This design comes from an exercise in tuning for small area, a short achievable clock period and few clock cycles per item on the open sky130 flow, not from production work.
Only simulation tests tie the RTL to the original design; equivalence was not proved.

==> inputs of run M <==
Design geofence, start of the top module:
module geofence (clk, reset, X, Y, valid, is_inside);
input clk;
input reset;
input [9:0] X;
input [9:0] Y;
output valid;
output is_inside;
reg [4:0] k;
reg [9:0] px, py;        
reg [11:0] ms, md;       
reg [21:0] q;            
reg [7:0] sg;            
reg [21:0] sa3, sb4;     
reg [21:0] r, l;         
reg [21:0] w, u;         
reg [7:0] occ;           
reg [7:0] vin, vout;     
reg k7;                  
reg vld, ins;            
reg sur;                 
reg line;                
wire [10:0] dx = {1'b0, X} - {1'b0, px};
wire [10:0] dy = {1'b0, Y} - {1'b0, py};
wire [10:0] nx = {1'b0, px} - {1'b0, X};
wire [10:0] ny = {1'b0, py} - {1'b0, Y};
wire [11:0] ms1 = ms - 12'd1;
wire [11:0] md1 = md - 12'd1;
wire [11:0] ut = {2'b0, X} + {2'b0, Y} + ms;
wire [11:0] ut1 = {2'b0, X} + {2'b0, Y} + ms1;
wire [11:0] wt = {2'b0, Y} - {2'b0, X} + md;
wire [11:0] wt1 = {2'b0, Y} - {2'b0, X} + md1;
wire xneg = dx[10], xpos = nx[10];
wire yneg = dy[10], ypos = ny[10];
wire uneg = ut[11], upos = !ut1[11];
wire wneg = wt[11], wpos = !wt1[11];
wire [21:0] iq = {xneg, yneg, xneg ? nx[9:0] : dx[9:0], yneg ? ny[9:0] : dy[9:0]};
always @(posedge clk) begin
    q <= iq;
    sg <= {xneg, xpos, yneg, ypos, uneg, upos, wneg, wpos};
end
always @(posedge clk) begin
    if (k == 5'd0) begin
        px <= X;
        py <= Y;
        ms <= 12'd0 - {2'b0, X} - {2'b0, Y};
        md <= {2'b0, X} - {2'b0, Y};
    end
end
wire done = valid;
always @(posedge clk) begin
    if (reset || done)
        k <= 5'd0;
    else
        k <= k + 5'd1;
end
wire ld_r = k == 5'd2 || k == 5'd4 || k == 5'd7 || k == 5'd10 || k == 5'd13;
wire ld_l = k == 5'd5 || k == 5'd8 || k == 5'd11 || k == 5'd14;
reg upd, upd1;           
always @(posedge clk) begin
    upd <= !reset && !done && (k == 5'd3 || k == 5'd6 || k == 5'd9 || k == 5'd12 || k == 5'd15);
    upd1 <= !reset && !done && k == 5'd3;
end
always @(posedge clk) begin
    if (k == 5'd5)
        sa3 <= q;
    else if (k == 5'd7)
        sa3 <= q;
    if (k == 5'd6)
        sb4 <= q;
end
wire gxn = sg[7], gxp = sg[6], gyn = sg[5], gyp = sg[4];
wire gun = sg[3], gup = sg[2], gwn = sg[1], gwp = sg[0];
  ...
==> flow/config.mk <==
export PLATFORM = sky130hd
export DESIGN_NAME = geofence
export DESIGN_NICKNAME = geofence
export VERILOG_FILES = /design/flow/design.v
export SDC_FILE = /design/flow/constraint.sdc
export NUM_CORES = 4
export LEC_CHECK = 0
export CAP_MARGIN = 20
export CORE_MARGIN = 2
export CORE_UTILIZATION = 40
export SLEW_MARGIN = 20
==> flow/constraint.sdc <==
create_clock -name core_clock -period 11.5 [get_ports {clk}]
set_input_delay 2.3000 -clock core_clock [delete_from_list [all_inputs] [get_ports {clk}]]
set_output_delay 2.3000 -clock core_clock [all_outputs]
set_load 0.01 [all_outputs]
standard.sh (not shown) runs the stock make flow with config.mk's settings and CLKGATE_MAP_FILE= SYNTH_SCRIPT=/design/flow/synth_recipe.tcl, a recipe that flattens the netlist after the stock synthesis.
==> flow/flow/run.sh <==
#!/bin/bash
# Standard layout, with timing repair aiming for a period of about 3.9 ns
# (setup margin 7.6 ns at the design's 11.5 ns clock).
set -euo pipefail
bash standard.sh SETUP_SLACK_MARGIN=7.6 finish > flow.log 2>&1
==> inputs of run C, as changes to run M <==
--- a/flow/design.v
+++ b/flow/design.v
@@ -6,19 +6,17 @@
 output valid;
 output is_inside;
 reg [4:0] k;
 reg [9:0] px, py;        
 reg [11:0] ms, md;       
 reg [21:0] q;            
-reg [7:0] sg;            
+reg [7:0] cq;            
 reg [21:0] sa3, sb4;     
 reg [21:0] r, l;         
 reg [21:0] w, u;         
 reg [7:0] occ;           
-reg [7:0] vin, vout;     
-reg k7;                  
 reg vld, ins;            
 reg sur;                 
 reg line;                
 wire [10:0] dx = {1'b0, X} - {1'b0, px};
 wire [10:0] dy = {1'b0, Y} - {1'b0, py};
 wire [10:0] nx = {1'b0, px} - {1'b0, X};
@@ -30,26 +28,28 @@
 wire [11:0] wt = {2'b0, Y} - {2'b0, X} + md;
 wire [11:0] wt1 = {2'b0, Y} - {2'b0, X} + md1;
 wire xneg = dx[10], xpos = nx[10];
 wire yneg = dy[10], ypos = ny[10];
 wire uneg = ut[11], upos = !ut1[11];
 wire wneg = wt[11], wpos = !wt1[11];
+wire [7:0] icls = {yneg & !uneg, !xneg & uneg, xneg & !wpos, !ypos & wpos,
+                   ypos & !upos, !xpos & upos, xpos & !wneg, !yneg & wneg};
 wire [21:0] iq = {xneg, yneg, xneg ? nx[9:0] : dx[9:0], yneg ? ny[9:0] : dy[9:0]};
 always @(posedge clk) begin
     q <= iq;
-    sg <= {xneg, xpos, yneg, ypos, uneg, upos, wneg, wpos};
+    cq <= icls;
 end
 always @(posedge clk) begin
     if (k == 5'd0) begin
         px <= X;
         py <= Y;
         ms <= 12'd0 - {2'b0, X} - {2'b0, Y};
         md <= {2'b0, X} - {2'b0, Y};
     end
 end
-wire done = valid;
+wire done = vld;
 always @(posedge clk) begin
     if (reset || done)
         k <= 5'd0;
     else
         k <= k + 5'd1;
 end
@@ -65,16 +65,12 @@
         sa3 <= q;
     else if (k == 5'd7)
         sa3 <= q;
     if (k == 5'd6)
         sb4 <= q;
 end
-wire gxn = sg[7], gxp = sg[6], gyn = sg[5], gyp = sg[4];
-wire gun = sg[3], gup = sg[2], gwn = sg[1], gwp = sg[0];
-wire [7:0] cq = {gyn & !gun, !gxn & gun, gxn & !gwp, !gyp & gwp,
-                 gyp & !gup, !gxp & gup, gxp & !gwn, !gyn & gwn};
 always @(posedge clk) begin
     if (k == 5'd2)
         occ <= cq;
     else
         occ <= occ | cq;
 end
@@ -96,17 +92,12 @@
 always @(*) begin
     for (c = 0; c < 8; c = c + 1) begin
         tin[c] = succ[c] && bad2[c + 1 +: 4] == 4'd0;
         tout[c] = fit2[c + 5 +: 4] != 4'd0;
     end
 end
-always @(posedge clk) begin
-    vin <= tin;
-    vout <= tin | tout;
-    k7 <= !reset && !done && k == 5'd6;
-end
 wire wxs = w[21], wys = w[20], uxs = u[21], uys = u[20];
 wire [9:0] wxm = w[19:10], wym = w[9:0], uxm = u[19:10], uym = u[9:0];
 wire [20:0] ts, tc;
 xtree tree (.wxm(wxm), .wym(wym), .uxm(uxm), .uym(uym), .s(ts), .c(tc));
 reg [20:0] xs, xc;       
 reg sa, sb, anz, bnz, opp;
@@ -180,25 +171,25 @@
     5'd7: u <= sa3;
     5'd10: u <= sb4;
     5'd13: u <= sa3;
     default: ;
     endcase
 end
-wire q_valid = k7 && (cq & vout) != 8'd0;
-wire q_in = k7 && (cq & vin) != 8'd0;
+wire q_valid = (icls & (tin | tout)) != 8'd0;
+wire q_in = (icls & tin) != 8'd0;
 always @(posedge clk) begin
-    if (reset || done) begin
+    if (reset || vld) begin
         vld <= 1'b0;
         ins <= 1'b0;
     end else begin
-        vld <= (k >= 5'd7 && surnx) || k == 5'd16;
-        ins <= k >= 5'd7 && surnx;
+        vld <= (k == 5'd6 && q_valid) || (k >= 5'd7 && surnx) || k == 5'd16;
+        ins <= (k == 5'd6 && q_in) || (k >= 5'd7 && surnx);
     end
 end
-assign valid = vld || q_valid;
-assign is_inside = ins || q_in;
+assign valid = vld;
+assign is_inside = ins;
 endmodule
 module xtree (wxm, wym, uxm, uym, s, c);
 input [9:0] wxm, wym, uxm, uym;
 output [20:0] s, c;
 wire t1 = (wxm[0] & uym[9]) ^ ~(wym[0] & uxm[9]) ^ (wxm[1] & uym[8]);
 wire t2 = ((wxm[0] & uym[9]) & ~(wym[0] & uxm[9])) | ((wxm[0] & uym[9]) & (wxm[1] & uym[8])) | (~(wym[0] & uxm[9]) & (wxm[1] & uym[8]));
==> flow/flow/run.sh (replaced) <==
#!/bin/bash
# Standard layout, with timing repair aiming for a period of about 4.3 ns
# (setup margin 7.2 ns at the design's 11.5 ns clock).
set -euo pipefail
bash standard.sh SETUP_SLACK_MARGIN=7.2 finish > flow.log 2>&1
Settings changed: CORE_UTILIZATION 40 to 35.
==> inputs of run B, as changes to run M <==
--- a/flow/design.v
+++ b/flow/design.v
@@ -21,21 +21,22 @@
 reg line;                
 wire [10:0] dx = {1'b0, X} - {1'b0, px};
 wire [10:0] dy = {1'b0, Y} - {1'b0, py};
 wire [10:0] nx = {1'b0, px} - {1'b0, X};
 wire [10:0] ny = {1'b0, py} - {1'b0, Y};
 wire [11:0] ms1 = ms - 12'd1;
-wire [11:0] md1 = md - 12'd1;
-wire [11:0] ut = {2'b0, X} + {2'b0, Y} + ms;
-wire [11:0] ut1 = {2'b0, X} + {2'b0, Y} + ms1;
-wire [11:0] wt = {2'b0, Y} - {2'b0, X} + md;
-wire [11:0] wt1 = {2'b0, Y} - {2'b0, X} + md1;
+wire [11:0] mdp = md + 12'd1;
+wire uneg, un1, wneg, wn1;
+sgn3 s_u (.a({2'b0, X}), .b({2'b0, Y}), .c(ms), .s(uneg));
+sgn3 s_u1 (.a({2'b0, X}), .b({2'b0, Y}), .c(ms1), .s(un1));
+sgn3 s_w (.a({2'b0, Y}), .b(~{2'b0, X}), .c(mdp), .s(wneg));
+sgn3 s_w1 (.a({2'b0, Y}), .b(~{2'b0, X}), .c(md), .s(wn1));
 wire xneg = dx[10], xpos = nx[10];
 wire yneg = dy[10], ypos = ny[10];
-wire uneg = ut[11], upos = !ut1[11];
-wire wneg = wt[11], wpos = !wt1[11];
+wire upos = !un1;
+wire wpos = !wn1;
 wire [21:0] iq = {xneg, yneg, xneg ? nx[9:0] : dx[9:0], yneg ? ny[9:0] : dy[9:0]};
 always @(posedge clk) begin
     q <= iq;
     sg <= {xneg, xpos, yneg, ypos, uneg, upos, wneg, wpos};
 end
 always @(posedge clk) begin
@@ -194,12 +195,18 @@
         ins <= k >= 5'd7 && surnx;
     end
 end
 assign valid = vld || q_valid;
 assign is_inside = ins || q_in;
 endmodule
+module sgn3 (a, b, c, s);
+input [11:0] a, b, c;
+output s;
+wire [11:0] t = a + b + c;
+assign s = t[11];
+endmodule
 module xtree (wxm, wym, uxm, uym, s, c);
 input [9:0] wxm, wym, uxm, uym;
 output [20:0] s, c;
 wire t1 = (wxm[0] & uym[9]) ^ ~(wym[0] & uxm[9]) ^ (wxm[1] & uym[8]);
 wire t2 = ((wxm[0] & uym[9]) & ~(wym[0] & uxm[9])) | ((wxm[0] & uym[9]) & (wxm[1] & uym[8])) | (~(wym[0] & uxm[9]) & (wxm[1] & uym[8]));
 wire t3 = (wxm[1] & uym[9]) ^ ~(wym[1] & uxm[9]);
==> flow/flow/run.sh (replaced) <==
#!/bin/bash
# Standard layout, with timing repair aiming for a period of about 4.3 ns
# (setup margin 7.2 ns at the design's 11.5 ns clock).
set -euo pipefail
bash standard.sh SETUP_SLACK_MARGIN=7.2 finish > flow.log 2>&1
Settings changed: CORE_UTILIZATION 40 to 35, SYNTH_HIERARCHICAL from default to 1, SYNTH_MINIMUM_KEEP_SIZE from default to 0.
==> impl_metrics.yaml <==
sta:
  tightest_slew_ns: 1.150
  slew_headroom: 0.2326
  skew_ns: 0.01916
route:
  drt_iter0_drc: 1487
  firstDrtPassIters: 7
finish:
  layout.nonclk_buf_frac: 0.07101
worst_setup_path:
  cp-endpoint: "sg[2]"
run_status:
  status: "complete, no violations"
hold_path:
  min_to: "occ[1]"
That was run M.
==> impl_metrics.yaml <==
hold_path:
  min_to: "occ[1]"
sta:
  slew_headroom: 0.2303
  skew_ns: 0.02667
  tightest_slew_ns: 1.155
run_status:
  status: "complete, no violations"
worst_setup_path:
  cp-endpoint: "ins"
That was run C.
==> impl_metrics.yaml <==
sta:
  tightest_slew_ns: 0.9234
run_status:
  status: "complete, no violations"
worst_setup_path:
  cp-endpoint: "u[19]"
route:
  drt_iter0_drc: 1209
  firstDrtPassIters: 5
finish:
  layout.nonclk_buf_frac: 0.04175
That was run B.
Testbench counts of run M, summed over its fixed seeds: cycles 15,151, items 1,600.
Testbench counts of run C, summed over its fixed seeds: cycles 15,151, items 1,600.
Testbench counts of run B, summed over its fixed seeds: cycles 15,151, items 1,600.

-- what the ideal ports hide --
No port has a modelled driver above. Below, the same layouts with a new extraction and two added sets of constraints. Step 1 assumes that a clkbuf_16 drives the clock port and a buf_2 every other input. Step 2 adds t to the input delays and takes it off the output delays; t is the mean of the earliest and latest rising clock arrival at the registers after step 1. Input paths then give back, and output paths get back, about the clock's delay inside the block. Three values: no drivers, after step 1, after step 2; two values: the first two.
run | t (ns) | slack for setup (ns) | hold WS [ns] | worst setup path after step 2 | slew at the worst register clock pin (ns)
run M | 0.616 | 6.802 / 6.756 / 6.140 | 0.452 / 0.452 / 0.452 | input to register | 0.06 / 0.06
run C | 0.603 | 5.542 / 5.517 / 4.914 | 0.455 / 0.455 / 0.455 | input to register | 0.07 / 0.07
run B | 0.616 | 7.069 / 7.097 / 6.481 | 0.457 / 0.457 / 0.457 | input to register | 0.06 / 0.06
After both steps every run listed still meets setup and hold. The setup slack of run M, which loses most, moves by -0.046 ns with the drivers and by -0.662 ns with both steps.
